Background: an optimization exercise with open tools, aiming at small area and a short achievable clock period. Do not read the settings as production practice.
No functional check of the RTL was part of any run shown here.
No activity file was given, so power comes from the tool's default toggle rates.

[flow/config.mk]
export PLATFORM = sky130hd
export DESIGN_NAME = mojo_top
export DESIGN_NICKNAME = mojo_top
export VERILOG_FILES = /design/flow/design.v
export SDC_FILE = /design/flow/constraint.sdc
export NUM_CORES = 4
export LEC_CHECK = 0
export CAP_MARGIN = 20
export CORE_MARGIN = 2
export CORE_UTILIZATION = 60
export CTS_CLUSTER_DIAMETER = 80
export CTS_CLUSTER_SIZE = 30
export PLACE_DENSITY = 0.7
export SETUP_SLACK_MARGIN = 2.5
export SLEW_MARGIN = 20
[flow/constraint.sdc]
create_clock -name core_clock -period 5.0 [get_ports {clk}]
set_input_delay 1.0000 -clock core_clock [delete_from_list [all_inputs] [get_ports {clk}]]
set_output_delay 1.0000 -clock core_clock [all_outputs]
set_load 0.01 [all_outputs]
[flow/design.v]
module spi(
    input clk,
    input rst,
    input ss,
    input mosi,
    output miso,
    input sck,
    output done,
    output done_next,
    input [7:0] din,
    output [7:0] dout
    );
reg mosi_d, mosi_q;
reg ss_d, ss_q;
reg sck_d, sck_q;
reg sck_old_d, sck_old_q;
reg [7:0] data_d, data_q;
reg done_d, done_q;
reg [2:0] bit_ct_d, bit_ct_q;
reg [7:0] dout_d, dout_q;
reg miso_d, miso_q;
assign miso = miso_q;
assign done = done_q;
assign done_next = done_d;
assign dout = dout_q;
always @(*) begin
    ss_d = ss;
    mosi_d = mosi;
    miso_d = miso_q;
    sck_d = sck;
    sck_old_d = sck_q;
    data_d = data_q;
    done_d = 1'b0;
    bit_ct_d = bit_ct_q;
    dout_d = dout_q;
    if (ss_q) begin
        bit_ct_d = 3'b0;
        data_d = din;
        miso_d = data_q[7];
    end else begin
        if (!sck_old_q && sck_q) begin  
            data_d = {data_q[6:0], mosi_q};
            bit_ct_d = bit_ct_q + 1'b1;
            if (bit_ct_q == 3'b111) begin
                dout_d = {data_q[6:0], mosi_q};
                done_d = 1'b1;
                data_d = din;
            end
        end else if (sck_old_q && !sck_q) begin  
            miso_d = data_q[7];
        end
    end
end
always @(posedge clk) begin
    if (!rst) begin
        done_q <= 1'b0;
        bit_ct_q <= 3'b0;
        dout_q <= 8'b0;
        miso_q <= 1'b1;
    end else begin
        done_q <= done_d;
        bit_ct_q <= bit_ct_d;
        dout_q <= dout_d;
        miso_q <= miso_d;
    end
    sck_q <= sck_d;
    mosi_q <= mosi_d;
    ss_q <= ss_d;
    data_q <= data_d;
    sck_old_q <= sck_old_d;
end
endmodule
module Edge(
   input wire        nReset,
   input wire        Clk,
   input wire        en,         
   input wire        en_next,    
   input wire [7:0]  PixelIn,
   output reg [7:0]  PixelOut
);
   parameter WIDTH  = 1000;
   parameter WIDTH2 = WIDTH*2;
   parameter BUFF   = WIDTH*2 + 10;
   parameter P      = 30;                  
   localparam NR    = BUFF / P;            
   reg [4:0] c;
   reg       pend;
   reg       sh;                           
   reg       shn;                          
   wire      req  = en | pend;
   wire [4:0] c_n = (sh || c == P-1) ? 5'd0 : c + 5'd1;
   wire      sh_n = (en_next | (req & ~sh)) & (c_n == 5'd0);
   always @(posedge Clk) begin
      if (!nReset) begin
         c    <= 5'd0;
         pend <= 1'b0;
         sh   <= 1'b0;
         shn  <= 1'b1;
      end else begin
         c    <= c_n;
         pend <= req & ~sh;
         sh   <=  sh_n;
         shn  <= ~sh_n;
      end
   end
   reg [6*(BUFF+1)-1:0] pd;
   function [5:0] ringin;
      input [5:0] prev;
      input [5:0] tail;
      input       take;
      input       keep;
      ringin = (prev & {6{take}}) | (tail & {6{keep}});
   endfunction
   generate
      genvar i;
      for (i = 0; i <= BUFF; i = i + 1) begin : slot
         if (i == 0) begin : first
            always @(posedge Clk)
               pd[5:0] <= ringin(PixelIn[7:2], pd[6*(P-1) +: 6], sh, shn);
         end else if (i == BUFF) begin : last
            always @(posedge Clk)
               pd[6*i +: 6] <= sh ? pd[6*(i-1) +: 6] : pd[6*i +: 6];
         end else if (i % P == 0) begin : head
            always @(posedge Clk)
               pd[6*i +: 6] <= ringin(pd[6*(i-1) +: 6], pd[6*(i+P-1) +: 6], sh, shn);
         end else begin : body
            always @(posedge Clk)
               pd[6*i +: 6] <= pd[6*(i-1) +: 6];
         end
      end
   endgenerate
   wire [5:0] b0 = pd[6*(BUFF)          +: 6];
   wire [5:0] b1 = pd[6*(BUFF-1)        +: 6];
   wire [5:0] b2 = pd[6*(BUFF-2)        +: 6];
   wire [5:0] m0 = pd[6*(BUFF-WIDTH)    +: 6];
   wire [5:0] m2 = pd[6*(BUFF-WIDTH-2)  +: 6];
   wire [5:0] t0 = pd[6*(BUFF-WIDTH2)   +: 6];
   wire [5:0] t1 = pd[6*(BUFF-WIDTH2-1) +: 6];
   wire [5:0] t2 = pd[6*(BUFF-WIDTH2-2) +: 6];
   function [5:0] absd;
      input [5:0] a;
      input [5:0] b;
      absd = (a > b) ? a - b : b - a;
   endfunction
   reg [4:0] horz_bottom, horz_top, vert_left, vert_right;
   reg [5:0] horz_middle, vert_middle;
   always @(posedge Clk) begin
      if (sh) begin
         horz_bottom <= absd(b0, b2) >> 1;
         horz_middle <= absd(m0, m2);
         horz_top    <= absd(t0, t2) >> 1;
         vert_right  <= absd(b0, t0) >> 1;
         vert_middle <= absd(b1, t1);
         vert_left   <= absd(b2, t2) >> 1;
      end
   end
   reg [6:0] s_a, s_b;
   reg [5:0] s_c;
   always @(posedge Clk) begin
      s_a <= horz_bottom + horz_middle;
      s_b <= vert_middle + vert_left;
      s_c <= horz_top + vert_right;
      if (en) PixelOut <= s_a + s_b + s_c;
   end
endmodule
module mojo_top(
   input          clk,               
   input          rst_n,             
   input          mosi,
   output         miso,
   input          sclk,
   input          cs
);
   wire  [7:0] din;
   wire  [7:0] dout;
   wire        done;
   wire        done_next;
   spi spi(
      .clk  (clk     ),
      .rst  (rst_n   ),
      .ss   (cs      ),
      .mosi (mosi    ),
      .miso (miso    ),
      .sck  (sclk    ),
      .done (done    ),
      .done_next (done_next),
      .din  (din     ),
      .dout (dout    )
   );
   Edge Edge(
      .nReset     (rst_n   ),
      .Clk        (clk     ),
      .en         (done    ),
      .en_next    (done_next),
      .PixelIn    (dout    ),
      .PixelOut   (din     )
   );
endmodule
[flow/run.sh]
#!/bin/bash
# synth_recipe.tcl (not shown) runs the flow's synth.tcl, then flattens the netlist and writes it again
# the make line also repeats each setting of config.mk as NAME=value (left out here)
make -C /OpenROAD-flow-scripts/flow DESIGN_CONFIG=/design/flow/config.mk WORK_HOME=/design/flow/orfs CLKGATE_MAP_FILE= SYNTH_SCRIPT=/design/flow/synth_recipe.tcl finish
==> results of run 1 <==
==> area by class of cell <==
cell class	count	share of cell area (%)
inverters	67	0.0930
multi-input cells	800	2.70
clock buffers	466	4.22
diodes	1	0.000925
repair buffers	22	0.0986
clock inverters	22	0.124
well taps	5497	2.54
flip-flops and latches	12200	90.2
==> cell families after synthesis <==
family	after synthesis	synth area share (%)
flip-flops	12200	96.9
AO/OA/AOI/OAI	504	1.72
buffers and inverters	166	0.254
adder cells (fa/ha/maj)	114	0.632
AND/OR/NAND/NOR	89	0.182
multiplexers	47	0.191
XOR/XNOR	46	0.160
==> per-layer routing <==
layer	up-vias	track usage [%]	routed length (µm)
li1	41400	-	-
met1	38900	20.0	146000
met2	828	18.7	110000
met3	608	1.86	8060
met4	0	4.05	8060
met5	-	0	0
==> power by group <==
group / total [µW] / switching [µW] / internal, µW
sequential: 96800 / 8.78 / 96800
clock: 42200 / 25700 / 16500
combinational: 29.3 / 14.1 / 15.2
total: 139000 / 25800 / 113000
==> worst min-delay path by stage <==
stage                                      start                     end  slack, ns  cells after the start
after global placement       Edge.pd[73]$_DFF_P_     Edge.pd[79]$_DFF_P_       0.31                      0
final                      Edge.pd[4587]$_DFF_P_   Edge.pd[4593]$_DFF_P_       0.29                      0
after detailed placement  Edge.pd[10124]$_DFF_P_  Edge.pd[10130]$_DFF_P_       0.31                      0
after floorplan            Edge.pd[9994]$_DFF_P_  Edge.pd[10000]$_DFF_P_       0.31                      0
after CTS                  Edge.pd[4587]$_DFF_P_   Edge.pd[4593]$_DFF_P_       0.29                      0
after global routing       Edge.pd[4587]$_DFF_P_   Edge.pd[4593]$_DFF_P_       0.29                      0
==> Yosys cell counts (all sizes together) <==
cell type	instances	area share, %
and3b	1	0.0035
and2	7	0.017
nand4	4	0.0099
mux2i	39	0.16
nand2	23	0.036
o21a	14	0.042
dfxtp	12100	96
a221oi	12	0.042
buf	8	0.019
inv	67	0.10
a21o	12	0.037
a22o	402	1.4
nand3	3	0.0060
nor2b	14	0.039
o32ai	2	0.013
mux2	8	0.036
xnor2	21	0.073
nor3	1	0.0020
a21oi	37	0.10
nand3b	6	0.018
nand2b	2	0.0050
or2	1	0.0025
a41oi	1	0.0035
a31oi	1	0.0025
o21ai	8	0.016
o22ai	4	0.0099
fa	22	0.17
ha	92	0.46
o31ai	6	0.044
o211ai	1	0.0030
and2b	2	0.0060
o21bai	4	0.012
edfxtp	54	0.64
xor2	25	0.087
clkbuf	91	0.14
nor2	25	0.037
==> critical path: stages, from the launching register on <==
cell	delay, ns
sky130_fd_sc_hd__dfxtp_1	0.41
sky130_fd_sc_hd__inv_1	0.10
sky130_fd_sc_hd__ha_1	0.25
sky130_fd_sc_hd__fa_2	0.46
sky130_fd_sc_hd__nor2b_4	0.18
sky130_fd_sc_hd__o31ai_4	0.08
sky130_fd_sc_hd__a21oi_4	0.29
sky130_fd_sc_hd__mux2i_1	0.30
sky130_fd_sc_hd__xor2_1	0.22
==> flip-flops by register name, indices dropped and copies added (netlist names), 3 cells and up <==
name and flops:
Edge.PixelOut 8, Edge.c 5, Edge.horz_bottom 5, Edge.horz_middle 6
Edge.horz_top 5, Edge.pd 12066, Edge.s_a 7, Edge.s_b 7
Edge.s_c 6, Edge.vert_left 5, Edge.vert_middle 6, Edge.vert_right 5
spi.bit_ct_q 3, spi.data_q 8, spi.dout_q 6
==> per-stage QoR <==
stage | worst slack, ns | hold slack [ns] | util, % | power, µW
3_3_place_gp | 2.46 | 0.310 | 62.0 | 99100
4_1_cts | 2.45 | 0.293 | 64.8 | 140000
5_1_grt | 2.45 | 0.290 | 64.8 | 144000
6_report | 2.56 | 0.294 | 64.8 | 139000
3_5_place_dp | 2.48 | 0.312 | 62.0 | 99100
2_1_floorplan | 2.71 | 0.310 | - | 99100
==> repair_timing <==
action                     in CTS  in global routing
pin swaps                       0                  5
setup endpoints to repair       3                 18
buffers inserted                0                  8
gates resized for setup         8                 13
==> notes.md, run 1 <==
# TYPE chip_impl_metric gauge
chip_impl_metric{name="powerDensity",unit="mW/mm²"} 514
chip_impl_metric{name="grt_first_pass_wirelength",unit="mm"} 456
chip_impl_metric{name="initial_utilization",unit="%"} 60.4
chip_impl_metric{name="min_period",unit="ns"} 2.44
chip_impl_metric{name="gp_routability_congestion",unit=""} 0.828
chip_impl_metric{name="synth.ff_latch_count",unit=""} 12200
chip_impl_info{name="hold_path.class",value="reg -> reg"} 1
chip_impl_metric{name="clock_sink_count",unit=""} 12200
chip_impl_metric{name="leakage",unit="µW"} 0.107
chip_impl_metric{name="r2r_cells",unit=""} 8
chip_impl_metric{name="clock_tree.buffer_depth",unit=""} 4
chip_impl_metric{name="multi_input_area",unit="mm²"} 0.00731
chip_impl_metric{name="vdd.ir_drop.worst",unit="mV"} 0.439
chip_impl_metric{name="netlist_area",unit="mm²"} 0.252
chip_impl_metric{name="max_cap_violations",unit=""} 0
chip_impl_metric{name="synthesis.area_per_instance",unit="µm²"} 19.2
chip_impl_metric{name="routed-via-count",unit=""} 81700
chip_impl_metric{name="fillers",unit=""} 27400
chip_impl_metric{name="core-area",unit="mm²"} 0.417
chip_impl_metric{name="layout.nets",unit=""} 13600
chip_impl_info{name="setup.worst_path.start",value="Edge.pd[12048]$_DFF_P_"} 1
chip_impl_metric{name="fmax",unit="MHz"} 410
chip_impl_metric{name="worstPathArrival",unit="ns"} 3.25
chip_impl_metric{name="vias_per_cell",unit=""} 4.29
chip_impl_metric{name="global_route.overflow_total",unit=""} 0
chip_impl_metric{name="layout-drive-gt1-share",unit="%"} 4.01
chip_impl_info{name="crit_path_start_kind",value="flop"} 1
chip_impl_metric{name="rows",unit=""} 237
chip_impl_metric{name="synth.lib_cells_used.distinct",unit=""} 42
chip_impl_metric{name="layout_cell_area_excl_fill",unit="mm²"} 0.270
chip_impl_metric{name="synth_seq_area_share",unit="%"} 96.9
chip_impl_metric{name="area_overhead_vs_synth",unit="%"} 7.37
chip_impl_metric{name="clk-insertion-delay-late",unit="ns"} 0.98
chip_impl_metric{name="number_of_global_route_vias_before_repair",unit=""} 84700
chip_impl_metric{name="crit_path_max_fanout",unit=""} 5
chip_impl_metric{name="wl_per_cell",unit="µm"} 14.3
chip_impl_metric{name="die-area",unit="mm²"} 0.425
chip_impl_metric{name="worst_clock_skew",unit="ns"} 0.0412
chip_impl_metric{name="timing_max_transition_violations_final",unit=""} 0
chip_impl_metric{name="finalSetupTns",unit="ns"} 0
chip_impl_metric{name="clk_slew_on_worst_s_h_paths",unit="ns"} 0.11
chip_impl_metric{name="routed_wl",unit="mm"} 273
chip_impl_metric{name="regArea",unit="mm²"} 0.244
chip_impl_metric{name="grt_use_total",unit="%"} 12.9
chip_impl_metric{name="reg2reg_slack",unit="ns"} 2.56
chip_impl_info{name="run_status",value="finished clean"} 1
chip_impl_info{name="endpoint",value="Edge.vert_left[1]$_DFFE_PP_"} 1
chip_impl_metric{name="placement.io_buffers",unit=""} 5
chip_impl_info{name="clockRootBuffer",value="sky130_fd_sc_hd__clkbuf_16"} 1
chip_impl_metric{name="cp_data_required_time",unit="ns"} 5.81
chip_impl_info{name="commonest_non_fill_non_tap_cells_in_the_layout",value="sky130_fd_sc_hd__dfxtp_1 (12100), sky130_fd_sc_hd__clkbuf_16 (454), sky130_fd_sc_hd__a22o_1 (402)"} 1
chip_impl_metric{name="grt_start_max_net_pins",unit=""} 133
chip_impl_metric{name="grt_antenna_before_repair",unit=""} 4
chip_impl_metric{name="synth.net_count",unit=""} 13200
chip_impl_info{name="end_kind",value="flop"} 1
chip_impl_metric{name="post_synth_inst_count",unit=""} 13100
chip_impl_info{name="capturing_point_of_the_worst_reg2reg_path",value="Edge.vert_left[1]$_DFFE_PP_"} 1
chip_impl_metric{name="finalSetupViolCount",unit=""} 0
chip_impl_metric{name="remaining_drc_errors",unit=""} 0
chip_impl_metric{name="max_slew.worst_pin.slew",unit="ns"} 0.982
chip_impl_info{name="rsz0062_at_grt",value="yes"} 1
chip_impl_info{name="worst-setup-path-type",value="reg -> reg"} 1
chip_impl_metric{name="iteration_0_drc_count_of_the_detailed_router",unit=""} 3930
chip_impl_metric{name="synth.yosys.warnings",unit=""} 2
chip_impl_metric{name="cts_inserted_buffers",unit=""} 446
chip_impl_metric{name="die_width",unit="µm"} 652
chip_impl_metric{name="place_area",unit="mm²"} 0.259
chip_impl_metric{name="number_of_hold_repair_buffers_added_at_the_cts_stage",unit=""} 0
chip_impl_info{name="crit-reg2reg-launch",value="Edge.pd[12048]$_DFF_P_"} 1
chip_impl_metric{name="finish.cell_count_without_fillers",unit=""} 19000
chip_impl_metric{name="dpl.cell_count",unit=""} 18500
chip_impl_metric{name="report.final.hold_viol_count",unit=""} 0
chip_impl_metric{name="htree_levels",unit=""} 5
chip_impl_metric{name="top_level_ports",unit=""} 6
chip_impl_info{name="tritoncts",value="yes"} 1
chip_impl_info{name="mostFrequentLayoutCell",value="sky130_fd_sc_hd__dfxtp_1"} 1
chip_impl_metric{name="timing.max_slew.rel_slack",unit="%"} 34.5
chip_impl_metric{name="die_h",unit="µm"} 652
chip_impl_metric{name="detail-route-antenna-nets",unit=""} 0
chip_impl_metric{name="firstDrtPassIters",unit=""} 6
chip_impl_metric{name="timing.final.crit_share",unit="%"} 48.8
chip_impl_metric{name="dp_hpwl",unit="mm"} 134
==> run 2: changes to the inputs <==
--- a/flow/config.mk
+++ b/flow/config.mk
@@ -7,9 +7,9 @@
 export LEC_CHECK = 0
 export CAP_MARGIN = 20
 export CORE_MARGIN = 2
-export CORE_UTILIZATION = 60
+export CORE_UTILIZATION = 55
 export CTS_CLUSTER_DIAMETER = 80
 export CTS_CLUSTER_SIZE = 30
-export PLACE_DENSITY = 0.7
+export PLACE_DENSITY = 0.65
 export SETUP_SLACK_MARGIN = 2.5
 export SLEW_MARGIN = 20
==> run 2 against run 1 <==
Cell count rose by 2.7%. Count of clock-buffer cells in the layout rose by 1. Register-to-register slack got worse by 0.04 ns. Non-clock buffer count rose by 5. Global-route usage fell by 1.3 points. Setup slack got worse by 0.041 ns. Largest power group unchanged.
==> notes.md, run 2 <==
# TYPE chip_impl_metric gauge
chip_impl_info{name="run_status",value="finished clean"} 1
chip_impl_metric{name="synth.net_count",unit=""} 13200
chip_impl_metric{name="remaining_drc_errors",unit=""} 0
chip_impl_metric{name="worst_clock_skew",unit="ns"} 0.0350
chip_impl_metric{name="die_h",unit="µm"} 681
chip_impl_metric{name="netlist_area",unit="mm²"} 0.252
chip_impl_info{name="ys_top_cells_by_area",value="sky130_fd_sc_hd__dfxtp_1 (96%), sky130_fd_sc_hd__a22o_1 (1.4%), sky130_fd_sc_hd__edfxtp_1 (0.64%)"} 1
chip_impl_metric{name="min_period",unit="ns"} 2.48
chip_impl_metric{name="synth.ff_latch_count",unit=""} 12200
chip_impl_metric{name="core-area",unit="mm²"} 0.456
chip_impl_info{name="ys.flop_type",value="sky130_fd_sc_hd__dfxtp_1"} 1
chip_impl_metric{name="clock_power_share",unit="%"} 30.5
chip_impl_metric{name="detail-route-antenna-nets",unit=""} 0
chip_impl_metric{name="grt_use_total",unit="%"} 11.5
chip_impl_metric{name="top_level_ports",unit=""} 6
chip_impl_info{name="end_kind",value="flop"} 1
chip_impl_metric{name="powerDensity",unit="mW/mm²"} 514
chip_impl_metric{name="cts_inserted_buffers",unit=""} 447
chip_impl_info{name="setup.worst_path.start",value="Edge.pd[12060]$_DFFE_PP_"} 1
chip_impl_metric{name="fmax",unit="MHz"} 403
chip_impl_metric{name="die-area",unit="mm²"} 0.463
chip_impl_metric{name="timing.final.crit_share",unit="%"} 49.6
chip_impl_metric{name="timing.max_slew.rel_slack",unit="%"} 38.3
chip_impl_metric{name="rows",unit=""} 248
chip_impl_metric{name="routed-via-count",unit=""} 81600
chip_impl_metric{name="vias_per_cell",unit=""} 4.18
chip_impl_info{name="largest-register",value="Edge.pd"} 1
chip_impl_metric{name="layout_cell_area_excl_fill",unit="mm²"} 0.271
chip_impl_metric{name="clk-insertion-delay-late",unit="ns"} 0.98
chip_impl_metric{name="clk_slew_on_worst_s_h_paths",unit="ns"} 0.11
chip_impl_info{name="rsz0062_at_grt",value="yes"} 1
chip_impl_metric{name="crit_path_max_fanout",unit=""} 3
chip_impl_metric{name="post_synth_inst_count",unit=""} 13100
chip_impl_metric{name="layout-drive-gt1-share",unit="%"} 4.13
chip_impl_metric{name="grt_antenna_before_repair",unit=""} 7
chip_impl_metric{name="worstPathArrival",unit="ns"} 3.21
chip_impl_metric{name="p_total",unit="µW"} 139000
chip_impl_metric{name="placement.io_buffers",unit=""} 5
chip_impl_info{name="crit-reg2reg-launch",value="Edge.pd[12060]$_DFFE_PP_"} 1
chip_impl_metric{name="report.final.hold_viol_count",unit=""} 0
chip_impl_metric{name="grt_start_max_net_pins",unit=""} 92
chip_impl_metric{name="synth_seq_area_share",unit="%"} 96.9
chip_impl_metric{name="leakage",unit="µW"} 0.107
chip_impl_metric{name="comb_power_share",unit="%"} 0
chip_impl_metric{name="finalSetupViolCount",unit=""} 0
chip_impl_metric{name="area_overhead_vs_synth",unit="%"} 7.70
chip_impl_metric{name="gp_routability_congestion",unit=""} 0.811
chip_impl_metric{name="p_sw",unit="µW"} 25900
chip_impl_metric{name="htree_levels",unit=""} 5
chip_impl_metric{name="clock_tree.buffer_depth",unit=""} 4
chip_impl_metric{name="cellInternalPower",unit="µW"} 114000
chip_impl_metric{name="synthesis.area_per_instance",unit="µm²"} 19.2
chip_impl_metric{name="wl_per_cell",unit="µm"} 13.8
chip_impl_metric{name="cp_data_required_time",unit="ns"} 5.72
chip_impl_metric{name="number_of_global_route_vias_before_repair",unit=""} 83400
chip_impl_info{name="layout_top_registers",value="Edge.pd x12066, Edge.PixelOut x8, spi.data_q x8"} 1
chip_impl_metric{name="iteration_0_drc_count_of_the_detailed_router",unit=""} 3738
chip_impl_metric{name="layout.nets",unit=""} 13600
chip_impl_info{name="hold_path_startpoint",value="Edge.pd[8178]$_DFF_P_"} 1
chip_impl_info{name="worst-setup-path-type",value="reg -> reg"} 1
chip_impl_info{name="tritoncts",value="yes"} 1
chip_impl_info{name="clockRootBuffer",value="sky130_fd_sc_hd__clkbuf_16"} 1
chip_impl_metric{name="vdd.ir_drop.worst",unit="mV"} 0.470
chip_impl_metric{name="initial_utilization",unit="%"} 55.2
chip_impl_metric{name="global_route.overflow_total",unit=""} 0
chip_impl_metric{name="finalSetupTns",unit="ns"} 0
chip_impl_metric{name="die_width",unit="µm"} 681
chip_impl_metric{name="max_cap_violations",unit=""} 0
chip_impl_metric{name="max_slew.worst_pin.slew",unit="ns"} 0.925
chip_impl_metric{name="synth.yosys.warnings",unit=""} 2
chip_impl_metric{name="synth.lib_cells_used.distinct",unit=""} 42
chip_impl_metric{name="largest_reg_flops",unit=""} 12100
chip_impl_info{name="commonest_non_fill_non_tap_cells_in_the_layout",value="sky130_fd_sc_hd__dfxtp_1 (12100), sky130_fd_sc_hd__clkbuf_16 (456), sky130_fd_sc_hd__a22o_1 (402)"} 1
chip_impl_info{name="synth_commonest_cells",value="sky130_fd_sc_hd__dfxtp_1 (12100), sky130_fd_sc_hd__a22o_1 (402), sky130_fd_sc_hd__ha_1 (92), sky130_fd_sc_hd__clkbuf_1 (91), sky130_fd_sc_hd__inv_1 (67)"} 1
chip_impl_metric{name="clock_sink_count",unit=""} 12200
chip_impl_metric{name="synth_top_area_share",unit="%"} 96.2
chip_impl_info{name="yosysMostFrequentCell",value="sky130_fd_sc_hd__dfxtp_1"} 1
chip_impl_metric{name="number_of_synthesized_flops_with_an_enable_pin",unit=""} 54
chip_impl_metric{name="place_area",unit="mm²"} 0.259
chip_impl_metric{name="pwr-share-seq",unit="%"} 69.5
chip_impl_metric{name="routed_wl",unit="mm"} 269
chip_impl_metric{name="fillers",unit=""} 32600
chip_impl_metric{name="grt_first_pass_wirelength",unit="mm"} 447
chip_impl_metric{name="timing_max_transition_violations_final",unit=""} 0
chip_impl_info{name="netlist.top_cell.by_area",value="sky130_fd_sc_hd__dfxtp_1"} 1
chip_impl_metric{name="dp_hpwl",unit="mm"} 133
chip_impl_metric{name="firstDrtPassIters",unit=""} 5
chip_impl_metric{name="synthArstFlopShare",unit="%"} 0
chip_impl_metric{name="netSwitchingFraction",unit="%"} 18.6
chip_impl_info{name="hold_path.class",value="reg -> reg"} 1
chip_impl_info{name="mostFrequentLayoutCell",value="sky130_fd_sc_hd__dfxtp_1"} 1
chip_impl_info{name="crit_path_start_kind",value="flop"} 1
[run 2: cell counts after synthesis]
Identical to the previous run, type by type.
[run 2: power groups by stage]
stage / Sequential (µW) / Clock (µW) / Combinational [µW]
2_1_floorplan: 99100 / 0 / 19.6
3_3_place_gp: 99100 / 0 / 25.0
3_5_place_dp: 99100 / 0 / 26.9
4_1_cts: 96800 / 44000 / 28.2
5_1_grt: 96900 / 47100 / 31.2
6_report: 96800 / 42500 / 28.8
[run 2: final cells by class]
cell class / count / area [µm²] / share of cell area, %
Sequential cell: 12200 / 244000 / 89.9
Timing Repair Buffer: 27 / 329 / 0.121
Clock buffer: 467 / 11500 / 4.23
Clock inverter: 28 / 397 / 0.146
Multi-Input combinational cell: 800 / 7350 / 2.71
Inverter: 67 / 251 / 0.0927
Antenna cell: 2 / 5.00 / 0.00185
Tap cell: 6000 / 7510 / 2.77
[run 2: routing by layer]
layer | part of all wire, % | wire, µm | GRT usage (%) | vias to the layer above
met4 | 3.3 | 8930 | 3.84 | 0
met1 | 54 | 146000 | 18.1 | 38800
met2 | 39 | 105000 | 16.1 | 805
li1 | - | - | - | 41400
met3 | 3.2 | 8600 | 1.90 | 620
met5 | 0 | 0 | 0 | -
[run 2: metrics by stage]
| step | worst slack (ns) | cells | hold WS, ns | util (%) |
|---|---|---|---|---|
| after floorplan | 2.71 | 13100 | 0.310 | - |
| after global placement | 2.46 | 19000 | 0.310 | 56.8 |
| after detailed placement | 2.48 | 19000 | 0.312 | 56.8 |
| after CTS | 2.45 | 19500 | 0.310 | 59.4 |
| after global routing | 2.47 | 19500 | 0.302 | 59.5 |
| final | 2.52 | 19500 | 0.308 | 59.5 |
[run 2: worst paths after layout]
check / endpoint / slack (ns) / depth (start not counted)
max: Edge.vert_right[1]$_DFFE_PP_ / 2.52 / 9
min reg2reg: Edge.pd[8184]$_DFF_P_ / 0.31 / 0
max reg2reg: Edge.vert_right[1]$_DFFE_PP_ / 2.52 / 9
min: Edge.pd[8184]$_DFF_P_ / 0.31 / 0
[run 2: repair_timing]
item                       in CTS  in global routing
pin swaps                       1                  5
setup endpoints to repair       2                 15
resized for setup               8                 20
buffers inserted                1                  9
hold buffers                    0                  0
[run 2: logic make-up after synthesis]
logic type / count (synthesis) / synth area share, %
DFF: 12200 / 96.9
and+or+nand+nor: 89 / 0.182
adders and majority gates: 114 / 0.632
AOI/OAI and AO/OA: 504 / 1.72
muxes: 47 / 0.191
buffers and inverters: 166 / 0.254
xor gates and xnor gates: 46 / 0.160
[run 2: critical path, stage by stage, from the launching register on]
cell and delay (ns):
sky130_fd_sc_hd__edfxtp_1 0.42, sky130_fd_sc_hd__inv_1 0.11, sky130_fd_sc_hd__ha_1 0.25, sky130_fd_sc_hd__fa_2 0.45
sky130_fd_sc_hd__nor2b_4 0.20, sky130_fd_sc_hd__o31ai_4 0.08, sky130_fd_sc_hd__a21oi_4 0.17, sky130_fd_sc_hd__buf_4 0.16
sky130_fd_sc_hd__mux2i_1 0.26, sky130_fd_sc_hd__xor2_1 0.11
==> run 3: changes to the inputs <==
--- a/flow/design.v
+++ b/flow/design.v
@@ -129,14 +129,25 @@
          end
       end
    endgenerate
-   wire [5:0] b0 = pd[6*(BUFF)          +: 6];
-   wire [5:0] b1 = pd[6*(BUFF-1)        +: 6];
-   wire [5:0] b2 = pd[6*(BUFF-2)        +: 6];
-   wire [5:0] m0 = pd[6*(BUFF-WIDTH)    +: 6];
-   wire [5:0] m2 = pd[6*(BUFF-WIDTH-2)  +: 6];
-   wire [5:0] t0 = pd[6*(BUFF-WIDTH2)   +: 6];
-   wire [5:0] t1 = pd[6*(BUFF-WIDTH2-1) +: 6];
-   wire [5:0] t2 = pd[6*(BUFF-WIDTH2-2) +: 6];
+   reg [5:0] b0, b1, b2, m0, m2, t0, t1, t2;
+   always @(posedge Clk) begin
+      if (sh_n) begin
+         b0 <= pd[6*tapi(BUFF) +: 6];
+         b1 <= pd[6*tapi(BUFF-1) +: 6];
+         b2 <= pd[6*tapi(BUFF-2) +: 6];
+         m0 <= pd[6*tapi(BUFF-WIDTH) +: 6];
+         m2 <= pd[6*tapi(BUFF-WIDTH-2) +: 6];
+         t0 <= pd[6*tapi(BUFF-WIDTH2) +: 6];
+         t1 <= pd[6*tapi(BUFF-WIDTH2-1) +: 6];
+         t2 <= pd[6*tapi(BUFF-WIDTH2-2) +: 6];
+      end
+   end
+   function integer tapi;
+      input integer k;
+      if (k == BUFF)        tapi = k;            
+      else if (k % P == 0)  tapi = k + P - 1;    
+      else                  tapi = k - 1;
+   endfunction
    function [5:0] absd;
       input [5:0] a;
       input [5:0] b;
@@ -145,14 +156,12 @@
    reg [4:0] horz_bottom, horz_top, vert_left, vert_right;
    reg [5:0] horz_middle, vert_middle;
    always @(posedge Clk) begin
-      if (sh) begin
-         horz_bottom <= absd(b0, b2) >> 1;
-         horz_middle <= absd(m0, m2);
-         horz_top    <= absd(t0, t2) >> 1;
-         vert_right  <= absd(b0, t0) >> 1;
-         vert_middle <= absd(b1, t1);
-         vert_left   <= absd(b2, t2) >> 1;
-      end
+      horz_bottom <= absd(b0, b2) >> 1;
+      horz_middle <= absd(m0, m2);
+      horz_top    <= absd(t0, t2) >> 1;
+      vert_right  <= absd(b0, t0) >> 1;
+      vert_middle <= absd(b1, t1);
+      vert_left   <= absd(b2, t2) >> 1;
    end
    reg [6:0] s_a, s_b;
    reg [5:0] s_c;
--- a/flow/config.mk
+++ b/flow/config.mk
@@ -7,9 +7,9 @@
 export LEC_CHECK = 0
 export CAP_MARGIN = 20
 export CORE_MARGIN = 2
-export CORE_UTILIZATION = 55
+export CORE_UTILIZATION = 50
 export CTS_CLUSTER_DIAMETER = 80
 export CTS_CLUSTER_SIZE = 30
-export PLACE_DENSITY = 0.65
-export SETUP_SLACK_MARGIN = 2.5
+export PLACE_DENSITY = 0.6
+export SETUP_SLACK_MARGIN = 2.6
 export SLEW_MARGIN = 20
==> run 3 against run 2 <==
Flip-flop and latch count grew 48. Die area increased by 10%. Synthesized cell count grew 0.35%. Utilization fell by 5.3 points. Cell count rose by 3.9%. First-iteration DRC count grew 1.8%. Global-route usage fell by 1.7 points. Sequential share of layout area is 0.28 points lower. Setup slack lost 0.018 ns. Area after synthesis up 0.48%. Clock power is 0.9% higher. Clock skew is 0.0078 ns higher. Critical path type is now reg -> out. Critical endpoint is now miso. Highest routed layer unchanged.
==> notes.md, run 3 <==
# TYPE chip_impl_metric gauge
chip_impl_info{name="run_status",value="finished clean"} 1
chip_impl_metric{name="max_slew.worst_pin.slew",unit="ns"} 0.910
chip_impl_metric{name="leakage",unit="µW"} 0.108
chip_impl_metric{name="layout-drive-gt1-share",unit="%"} 4.05
chip_impl_metric{name="cp_data_required_time",unit="ns"} 4.00
chip_impl_metric{name="clk_slew_on_worst_s_h_paths",unit="ns"} 0.10
chip_impl_metric{name="timing_max_transition_violations_final",unit=""} 0
chip_impl_metric{name="wl_per_cell",unit="µm"} 12.4
chip_impl_metric{name="firstDrtPassIters",unit=""} 4
chip_impl_metric{name="layout.nets",unit=""} 13700
chip_impl_metric{name="grt_use_total",unit="%"} 9.83
chip_impl_metric{name="number_of_hold_repair_buffers_added_at_the_cts_stage",unit=""} 0
chip_impl_metric{name="synth_top_area_share",unit="%"} 96.0
chip_impl_metric{name="min_period",unit="ns"} 2.50
chip_impl_metric{name="synth.yosys.warnings",unit=""} 2
chip_impl_info{name="ys.flop_type",value="sky130_fd_sc_hd__dfxtp_1"} 1
chip_impl_metric{name="die-area",unit="mm²"} 0.512
chip_impl_metric{name="dpl.cell_count",unit=""} 19800
chip_impl_metric{name="powerDensity",unit="mW/mm²"} 513
chip_impl_metric{name="global_route.overflow_total",unit=""} 0
chip_impl_metric{name="synth.net_count",unit=""} 13300
chip_impl_metric{name="core-area",unit="mm²"} 0.505
chip_impl_metric{name="number_of_synthesized_flops_with_an_enable_pin",unit=""} 70
chip_impl_metric{name="grt_antenna_before_repair",unit=""} 6
chip_impl_info{name="hold_path.class",value="reg -> reg"} 1
chip_impl_metric{name="post_cts_buffers",unit=""} 0
chip_impl_metric{name="grt_first_pass_wirelength",unit="mm"} 417
chip_impl_metric{name="routed_wl",unit="mm"} 253
chip_impl_metric{name="remaining_drc_errors",unit=""} 0
chip_impl_metric{name="worstPathArrival",unit="ns"} 1.50
chip_impl_metric{name="die_h",unit="µm"} 715
chip_impl_info{name="yosysMostFrequentCell",value="sky130_fd_sc_hd__dfxtp_1"} 1
chip_impl_metric{name="gp_routability_congestion",unit=""} 0.705
chip_impl_metric{name="synth.ff_latch_count",unit=""} 12200
chip_impl_metric{name="max_cap_violations",unit=""} 0
chip_impl_metric{name="fmax",unit="MHz"} 400
chip_impl_metric{name="synthArstFlopShare",unit="%"} 0
chip_impl_metric{name="report.final.hold_viol_count",unit=""} 0
chip_impl_metric{name="routed-via-count",unit=""} 80900
chip_impl_info{name="chain_of_cells_forming_the_critical_path",value="buf_6"} 1
chip_impl_metric{name="placement.io_buffers",unit=""} 5
chip_impl_metric{name="clock_sink_count",unit=""} 12200
chip_impl_info{name="layout_top_registers",value="Edge.pd x12066, Edge.PixelOut x8, spi.data_q x8"} 1
chip_impl_info{name="worst_path_dominant_cell_family",value="flip-flops"} 1
chip_impl_metric{name="clk-insertion-delay-late",unit="ns"} 1.03
chip_impl_info{name="clockRootBuffer",value="sky130_fd_sc_hd__clkbuf_16"} 1
chip_impl_metric{name="synth.lib_cells_used.distinct",unit=""} 48
chip_impl_metric{name="initial_utilization",unit="%"} 50.1
chip_impl_info{name="largest-register",value="Edge.pd"} 1
chip_impl_metric{name="area_overhead_vs_synth",unit="%"} 8.02
chip_impl_metric{name="vdd.ir_drop.worst",unit="mV"} 0.365
chip_impl_metric{name="layout_cell_area_excl_fill",unit="mm²"} 0.273
chip_impl_info{name="tritoncts",value="yes"} 1
chip_impl_metric{name="critical_path.max_stage_delay",unit="ns"} 0.36
chip_impl_metric{name="htree_levels",unit=""} 5
chip_impl_metric{name="synthesis.area_per_instance",unit="µm²"} 19.2
chip_impl_info{name="rsz0062_at_grt",value="yes"} 1
chip_impl_metric{name="synth_seq_area_share",unit="%"} 96.8
chip_impl_metric{name="finalSetupTns",unit="ns"} 0
chip_impl_metric{name="timing.max_slew.rel_slack",unit="%"} 39.3
chip_impl_info{name="commonest_non_fill_non_tap_cells_in_the_layout",value="sky130_fd_sc_hd__dfxtp_1 (12100), sky130_fd_sc_hd__clkbuf_16 (459), sky130_fd_sc_hd__a22o_1 (402)"} 1
chip_impl_metric{name="die_width",unit="µm"} 715
chip_impl_info{name="mostFrequentLayoutCell",value="sky130_fd_sc_hd__dfxtp_1"} 1
chip_impl_metric{name="place_area",unit="mm²"} 0.261
chip_impl_info{name="synth_commonest_cells",value="sky130_fd_sc_hd__dfxtp_1 (12100), sky130_fd_sc_hd__a22o_1 (402), sky130_fd_sc_hd__ha_1 (92), sky130_fd_sc_hd__edfxtp_1 (70), sky130_fd_sc_hd__inv_1 (65)"} 1
chip_impl_metric{name="final_core_utilization",unit="%"} 54.2
chip_impl_metric{name="timing.final.crit_share",unit="%"} 50.0
chip_impl_metric{name="number_of_buffer_and_inverter_stages_on_the_critical_path",unit=""} 1
chip_impl_metric{name="grt_start_max_net_pins",unit=""} 106
chip_impl_metric{name="number_of_global_route_vias_before_repair",unit=""} 78100
chip_impl_info{name="worst_path_max_delay_cell",value="sky130_fd_sc_hd__dfxtp_2"} 1
chip_impl_metric{name="post_synth_inst_count",unit=""} 13200
chip_impl_info{name="netlist.top_cell.by_area",value="sky130_fd_sc_hd__dfxtp_1"} 1
chip_impl_metric{name="worst_clock_skew",unit="ns"} 0.0427
chip_impl_metric{name="clock_tree.buffer_depth",unit=""} 4
chip_impl_info{name="ys_top_cells_by_area",value="sky130_fd_sc_hd__dfxtp_1 (96%), sky130_fd_sc_hd__a22o_1 (1.4%), sky130_fd_sc_hd__edfxtp_1 (0.83%)"} 1
chip_impl_info{name="crit_path_start_kind",value="flop"} 1
chip_impl_metric{name="netlist_area",unit="mm²"} 0.253
chip_impl_metric{name="dp_hpwl",unit="mm"} 123
chip_impl_info{name="end_kind",value="output port"} 1
chip_impl_metric{name="vias_per_cell",unit=""} 3.98
chip_impl_metric{name="iteration_0_drc_count_of_the_detailed_router",unit=""} 3804
chip_impl_metric{name="largest_reg_flops",unit=""} 12100
chip_impl_metric{name="finalSetupViolCount",unit=""} 0
chip_impl_info{name="worst-setup-path-type",value="reg -> out"} 1
chip_impl_metric{name="cts_inserted_buffers",unit=""} 450
chip_impl_metric{name="crit_path_max_fanout",unit=""} 2
chip_impl_metric{name="rows",unit=""} 261
chip_impl_metric{name="detail-route-antenna-nets",unit=""} 0
chip_impl_metric{name="top_level_ports",unit=""} 6
chip_impl_metric{name="finish.cell_count_without_fillers",unit=""} 20300
[run 3: cell count changes in the layout (fill, tap and decap cells not counted), moves of 4 or more]
cell,change
sky130_fd_sc_hd__nand2_1,-5
sky130_fd_sc_hd__buf_6,+4
sky130_fd_sc_hd__edfxtp_1,+16
sky130_fd_sc_hd__dfxtp_1,+35
sky130_fd_sc_hd__clkbuf_1,+6
sky130_fd_sc_hd__ha_1,-4
sky130_fd_sc_hd__mux2i_1,+5
sky130_fd_sc_hd__buf_12,-4
sky130_fd_sc_hd__diode_2,+13
sky130_fd_sc_hd__mux2i_2,-4
sky130_fd_sc_hd__buf_4,-9
[run 3: timing repair]
| action | 4_1_cts | 5_1_grt |
|---|---|---|
| gates resized for setup | 12 | 3 |
| endpoints found under the setup margin | 88 | 53 |
| pin swaps | 0 | 1 |
[run 3: logic make-up (layout without fill, tap and decap cells)]
group,Yosys count,after routing,synth area share [%]
fa+ha+maj,114,114,0.629
mux,47,47,0.190
other cells,0,15,0
simple gates,87,87,0.184
compound gates,508,508,1.73
flops,12200,12200,96.8
buf+inv,164,589,0.272
xor+xnor,44,44,0.152
[run 3: path summary, 6_finish.rpt]
kind / startpoint / to / slack [ns] / cells past startpoint
min: Edge.pd[267]$_DFF_P_ / Edge.pd[273]$_DFF_P_ / 0.30 / 0
max reg2reg: Edge.s_c[1]$_DFF_P_ / Edge.PixelOut[7]$_DFFE_PP_ / 2.74 / 8
max: spi.miso_q$_SDFFE_PN1P_ / miso / 2.50 / 1
min reg2reg: Edge.pd[267]$_DFF_P_ / Edge.pd[273]$_DFF_P_ / 0.30 / 0
[run 3: stage by stage]
| stage | setup WS (ns) | hold slack, ns | power, µW |
|---|---|---|---|
| finish | 2.50 | 0.300 | 140000 |
| global placement | 2.55 | 0.310 | 99500 |
| CTS | 2.36 | 0.289 | 142000 |
| global route | 2.38 | 0.293 | 145000 |
| detailed placement | 2.55 | 0.312 | 99500 |
| floorplan | 2.27 | 0.310 | 99500 |
[run 3: power by group]
part	internal, µW	switching (µW)	total [µW]
clock network	16900	26100	42900
registers	97200	11.0	97200
logic	16.3	16.9	33.2
total	114000	26100	140000
[run 3: final cells by class]
type,instances,area [µm²]
Sequential cell,12200,245000
Fill cell,39100,231000
Clock buffer,476,11600
Tap cell,6706,8390
Multi-Input combinational cell,800,7340
Clock inverter,30,462
Inverter,65,244
Timing Repair Buffer,18,226
Antenna cell,15,37.5
[run 3: layer usage]
metal	up-vias	routed length, µm	track usage [%]
li1	41600	-	-
met1	38100	146000	16.2
met2	630	89500	12.8
met3	511	9310	1.76
met4	0	7700	3.18
met5	-	0	0
==> run 4: changes to the inputs <==
--- a/flow/config.mk
+++ b/flow/config.mk
@@ -7,9 +7,9 @@
 export LEC_CHECK = 0
 export CAP_MARGIN = 20
 export CORE_MARGIN = 2
-export CORE_UTILIZATION = 50
+export CORE_UTILIZATION = 55
 export CTS_CLUSTER_DIAMETER = 80
 export CTS_CLUSTER_SIZE = 30
-export PLACE_DENSITY = 0.6
-export SETUP_SLACK_MARGIN = 2.6
+export PLACE_DENSITY = 0.65
+export SETUP_SLACK_MARGIN = 2.5
 export SLEW_MARGIN = 20
==> run 4 against run 3 <==
Still clean on timing, DRC and antenna. Power barely moved. Global-route usage rose by 1.8 points. Utilization rose by 5.2 points. Synthesized cell count did not move. Area after synthesis did not move. Sequential share of layout area rose by 0.24 points. Worst hold slack got worse by 0.0019 ns. Critical path type unchanged. Largest cell class unchanged.
==> notes.md, run 4 <==
# TYPE chip_impl_metric gauge
chip_impl_metric{name="top_level_ports",unit=""} 6
chip_impl_metric{name="yosys.area_share.simple",unit="%"} 0.184
chip_impl_metric{name="clock_sink_count",unit=""} 12200
chip_impl_metric{name="synthXorXnorAreaFrac",unit="%"} 0.152
chip_impl_info{name="rsz0062_at_grt",value="yes"} 1
chip_impl_info{name="hold_path_startpoint",value="Edge.pd[5693]$_DFF_P_"} 1
chip_impl_info{name="ys_top_cells_by_area",value="sky130_fd_sc_hd__dfxtp_1 (96%), sky130_fd_sc_hd__a22o_1 (1.4%), sky130_fd_sc_hd__edfxtp_1 (0.83%)"} 1
chip_impl_metric{name="wl_met2",unit="mm"} 109
chip_impl_metric{name="die-area",unit="mm²"} 0.465
chip_impl_info{name="crit_path_start_kind",value="flop"} 1
chip_impl_metric{name="synth_compound_area_share",unit="%"} 1.73
chip_impl_metric{name="largest_reg_flops",unit=""} 12100
chip_impl_metric{name="clock_tree.buffer_depth",unit=""} 4
chip_impl_metric{name="met3_wirelength",unit="mm"} 7.99
chip_impl_metric{name="number_of_global_route_vias_before_repair",unit=""} 84100
chip_impl_info{name="combinational_family_with_the_most_area_after_synthesis",value="compound AO/OA/AOI/OAI gates"} 1
chip_impl_metric{name="area_overhead_vs_synth",unit="%"} 7.73
chip_impl_info{name="largest-register",value="Edge.pd"} 1
chip_impl_metric{name="crit_path_max_fanout",unit=""} 2
chip_impl_metric{name="gp_routability_congestion",unit=""} 0.740
chip_impl_metric{name="netlist_area",unit="mm²"} 0.253
chip_impl_metric{name="synth.lib_cells_used.distinct",unit=""} 48
chip_impl_metric{name="report.final.hold_viol_count",unit=""} 0
chip_impl_metric{name="regArea",unit="mm²"} 0.245
chip_impl_metric{name="vdd.ir_drop.worst",unit="mV"} 0.496
chip_impl_info{name="route.top_layer_used",value="met4"} 1
chip_impl_metric{name="synth.net_count",unit=""} 13300
chip_impl_metric{name="layout-drive-gt1-share",unit="%"} 4.05
chip_impl_info{name="tritoncts",value="yes"} 1
chip_impl_metric{name="synthArstFlopShare",unit="%"} 0
chip_impl_metric{name="routed_wl",unit="mm"} 271
chip_impl_metric{name="grt_first_pass_wirelength",unit="mm"} 450
chip_impl_metric{name="cp_data_required_time",unit="ns"} 4.00
chip_impl_metric{name="worst_clock_skew",unit="ns"} 0.0481
chip_impl_info{name="worst-setup-path-type",value="reg -> out"} 1
chip_impl_metric{name="synthesis.area_per_instance",unit="µm²"} 19.2
chip_impl_metric{name="max_slew.worst_pin.slew",unit="ns"} 0.989
chip_impl_info{name="layout_top_registers",value="Edge.pd x12066, Edge.PixelOut x8, spi.data_q x8"} 1
chip_impl_metric{name="firstDrtPassIters",unit=""} 5
chip_impl_metric{name="muxShareOfSynthArea",unit="%"} 0.190
chip_impl_info{name="crit-reg2reg-launch",value="Edge.s_c[1]$_DFF_P_"} 1
chip_impl_metric{name="dpl_ws",unit="ns"} 2.50
chip_impl_metric{name="r2r_cells",unit=""} 8
chip_impl_metric{name="detail-route-antenna-nets",unit=""} 0
chip_impl_metric{name="iteration_0_drc_count_of_the_detailed_router",unit=""} 3532
chip_impl_metric{name="initial_utilization",unit="%"} 55.1
chip_impl_metric{name="fmax",unit="MHz"} 408
chip_impl_metric{name="critical_path.max_stage_delay",unit="ns"} 0.34
chip_impl_metric{name="die_width",unit="µm"} 682
chip_impl_info{name="chain_of_cells_forming_the_critical_path",value="buf_6"} 1
chip_impl_info{name="end_kind",value="output port"} 1
chip_impl_info{name="capturing_point_of_the_worst_reg2reg_path",value="Edge.PixelOut[7]$_DFFE_PP_"} 1
chip_impl_metric{name="finalSetupTns",unit="ns"} 0
chip_impl_metric{name="synthAdderAreaFrac",unit="%"} 0.629
chip_impl_metric{name="length_of_routed_wiring_on_met1",unit="mm"} 146
chip_impl_metric{name="clk-insertion-delay-late",unit="ns"} 1.00
chip_impl_metric{name="synth_seq_area_share",unit="%"} 96.8
chip_impl_metric{name="remaining_drc_errors",unit=""} 0
chip_impl_info{name="clockRootBuffer",value="sky130_fd_sc_hd__clkbuf_16"} 1
chip_impl_metric{name="worstHoldPathCells",unit=""} 0
chip_impl_metric{name="p_total",unit="µW"} 140000
chip_impl_info{name="commonest_non_fill_non_tap_cells_in_the_layout",value="sky130_fd_sc_hd__dfxtp_1 (12100), sky130_fd_sc_hd__clkbuf_16 (457), sky130_fd_sc_hd__a22o_1 (402)"} 1
chip_impl_metric{name="timing.max_slew.rel_slack",unit="%"} 34.1
chip_impl_info{name="yosysMostFrequentCell",value="sky130_fd_sc_hd__dfxtp_1"} 1
chip_impl_metric{name="core-area",unit="mm²"} 0.459
chip_impl_metric{name="grt_use_total",unit="%"} 11.6
chip_impl_metric{name="dp_hpwl",unit="mm"} 135
chip_impl_metric{name="reg2reg_slack",unit="ns"} 2.56
chip_impl_metric{name="global_route.overflow_total",unit=""} 0
chip_impl_metric{name="worstPathArrival",unit="ns"} 1.45
chip_impl_metric{name="fillers",unit=""} 32800
chip_impl_info{name="netlist.top_cell.by_area",value="sky130_fd_sc_hd__dfxtp_1"} 1
chip_impl_metric{name="worst_slack",unit="ns"} 2.55
chip_impl_metric{name="layout.nets",unit=""} 13700
chip_impl_metric{name="synth_top_area_share",unit="%"} 96.0
chip_impl_metric{name="wl_per_cell",unit="µm"} 13.7
chip_impl_info{name="ys.flop_type",value="sky130_fd_sc_hd__dfxtp_1"} 1
chip_impl_metric{name="timing.final.crit_share",unit="%"} 49.1
chip_impl_info{name="worst_path_dominant_cell_family",value="flip-flops"} 1
chip_impl_info{name="worst_path_max_delay_cell",value="sky130_fd_sc_hd__dfxtp_2"} 1
chip_impl_metric{name="synth.ff_latch_count",unit=""} 12200
chip_impl_metric{name="clk_slew_on_worst_s_h_paths",unit="ns"} 0.10
chip_impl_metric{name="leakage",unit="µW"} 0.108
chip_impl_info{name="run_status",value="finished clean"} 1
chip_impl_metric{name="placement.io_buffers",unit=""} 5
chip_impl_info{name="hold_path.class",value="reg -> reg"} 1
chip_impl_metric{name="number_of_hold_repair_buffers_added_at_the_cts_stage",unit=""} 0
chip_impl_metric{name="min_period",unit="ns"} 2.45
chip_impl_metric{name="routed-via-count",unit=""} 81400
chip_impl_metric{name="grt_antenna_before_repair",unit=""} 2
chip_impl_metric{name="finalSetupViolCount",unit=""} 0
chip_impl_info{name="synth_commonest_cells",value="sky130_fd_sc_hd__dfxtp_1 (12100), sky130_fd_sc_hd__a22o_1 (402), sky130_fd_sc_hd__ha_1 (92), sky130_fd_sc_hd__edfxtp_1 (70), sky130_fd_sc_hd__inv_1 (65)"} 1
chip_impl_info{name="mostFrequentLayoutCell",value="sky130_fd_sc_hd__dfxtp_1"} 1
chip_impl_metric{name="number_of_buffer_and_inverter_stages_on_the_critical_path",unit=""} 1
chip_impl_metric{name="cts_inserted_buffers",unit=""} 451
chip_impl_metric{name="vias_per_cell",unit=""} 4.12
chip_impl_metric{name="rows",unit=""} 249
chip_impl_metric{name="synth.yosys.warnings",unit=""} 2
chip_impl_metric{name="max_cap_violations",unit=""} 0
chip_impl_info{name="worst_hold_path.endpoint",value="Edge.pd[5699]$_DFF_P_"} 1
chip_impl_metric{name="multi_input_area",unit="mm²"} 0.00734
chip_impl_metric{name="post_synth_inst_count",unit=""} 13200
chip_impl_metric{name="htree_levels",unit=""} 5
chip_impl_metric{name="number_of_synthesized_flops_with_an_enable_pin",unit=""} 70
chip_impl_metric{name="whs",unit="ns"} 0.298
chip_impl_metric{name="powerDensity",unit="mW/mm²"} 514
chip_impl_metric{name="timing_max_transition_violations_final",unit=""} 0
chip_impl_metric{name="grt_start_max_net_pins",unit=""} 137
chip_impl_metric{name="die_h",unit="µm"} 682
==> run 4: cell counts after synthesis <==
No cell type changed its count.
==> run 4: how the worst max path moves through the flow <==
stage                                 start                          to  slack [ns]  depth (start not counted)
2_1_floorplan  spi.bit_ct_q[1]$_SDFFE_PP0P_        Edge.b0[0]$_DFFE_PP_        2.27                          6
6_report            spi.miso_q$_SDFFE_PN1P_                        miso        2.55                          1
3_3_place_gp            Edge.s_c[1]$_DFF_P_  Edge.PixelOut[7]$_DFFE_PP_        2.41                          8
3_5_place_dp            Edge.s_c[1]$_DFF_P_  Edge.PixelOut[7]$_DFFE_PP_        2.50                          8
4_1_cts             spi.miso_q$_SDFFE_PN1P_                        miso        2.41                          1
5_1_grt             spi.miso_q$_SDFFE_PN1P_                        miso        2.43                          1
==> run 4: final cells by class <==
| type | instances | area share (%) |
|---|---|---|
| antenna | 3 | 0.00275 |
| clock buffer | 468 | 4.21 |
| clock inverter | 33 | 0.196 |
| inverter | 65 | 0.0895 |
| multi-input combinational | 800 | 2.69 |
| sequential | 12200 | 89.9 |
| tap | 6149 | 2.82 |
| timing repair buffer | 20 | 0.0890 |
==> run 4: cell families (layout without fill, tap and decap cells) <==
kind of cell	after synthesis	in the layout
buffers and inverters	164	586
AND/OR/NAND/NOR	87	87
multiplexers	47	47
flip-flops	12200	12200
AO/OA/AOI/OAI	508	508
other	0	3
XOR/XNOR	44	44
adder cells (fa/ha/maj)	114	114
==> run 4: metrics by stage <==
step	cells	utilization (%)	area (µm²)
after detailed placement	19200	56.8	261000
after global placement	19200	56.8	261000
after floorplan	13200	-	253000
after CTS	19700	59.4	273000
after global routing	19700	59.4	273000
final	19700	59.4	273000
==> run 4: what timing repair did <==
| action | in CTS | in global routing |
|---|---|---|
| pin swaps | 0 | 1 |
| gates resized for setup | 7 | 2 |
| setup endpoints to repair | 2 | 38 |
| setup buffers | 0 | 1 |
==> run 4: routing by layer <==
layer  GRT usage (%)  vias to the layer above
met5               0                        -
met1            18.0                    38700
met3            1.79                      534
li1                -                    41500
met2            16.8                      616
met4            3.58                        0
==> run 4: report_power, final <==
group	internal (µW)	switching (µW)	leakage, µW	total, µW
clock	16700	26100	0.00588	42800
combinational	16.3	13.5	0.00320	29.8
sequential	97200	8.55	0.0984	97200

port drivers added, routing unchanged:
The flow's constraints put no driver on any port. The routed layouts listed below were extracted and timed again, unchanged, in two steps. Step 1 sets driving cells, clkbuf_16 on the clock port and buf_2 on the other inputs (assumed; they add their load-dependent delay and slew). Step 2 adds t to the input delays and takes it off the output delays; t is the mean of the earliest and latest rising clock arrival at the registers after step 1. Input paths then give back, and output paths get back, about the clock's delay inside the block. Three values: ideal, step 1, step 2; two values: the first two.
run | t (ns) | setup slack, ns | clock arrival spread, ns | cell pins on the clock port's net
run 1 | 1.069 | 2.560 / 2.468 / 2.560 | 0.066 / 0.066 | 1
run 2 | 1.071 | 2.519 / 2.472 / 2.519 | 0.056 / 0.056 | 1
run 3 | 1.110 | 2.500 / 2.390 / 2.440 | 0.063 / 0.063 | 1
run 4 | 1.090 | 2.547 / 2.444 / 2.563 | 0.075 / 0.076 | 1
After both steps every run listed still meets setup and hold. The setup slack of run 3, which loses most, moves by -0.110 ns with the drivers and by -0.060 ns with both steps.
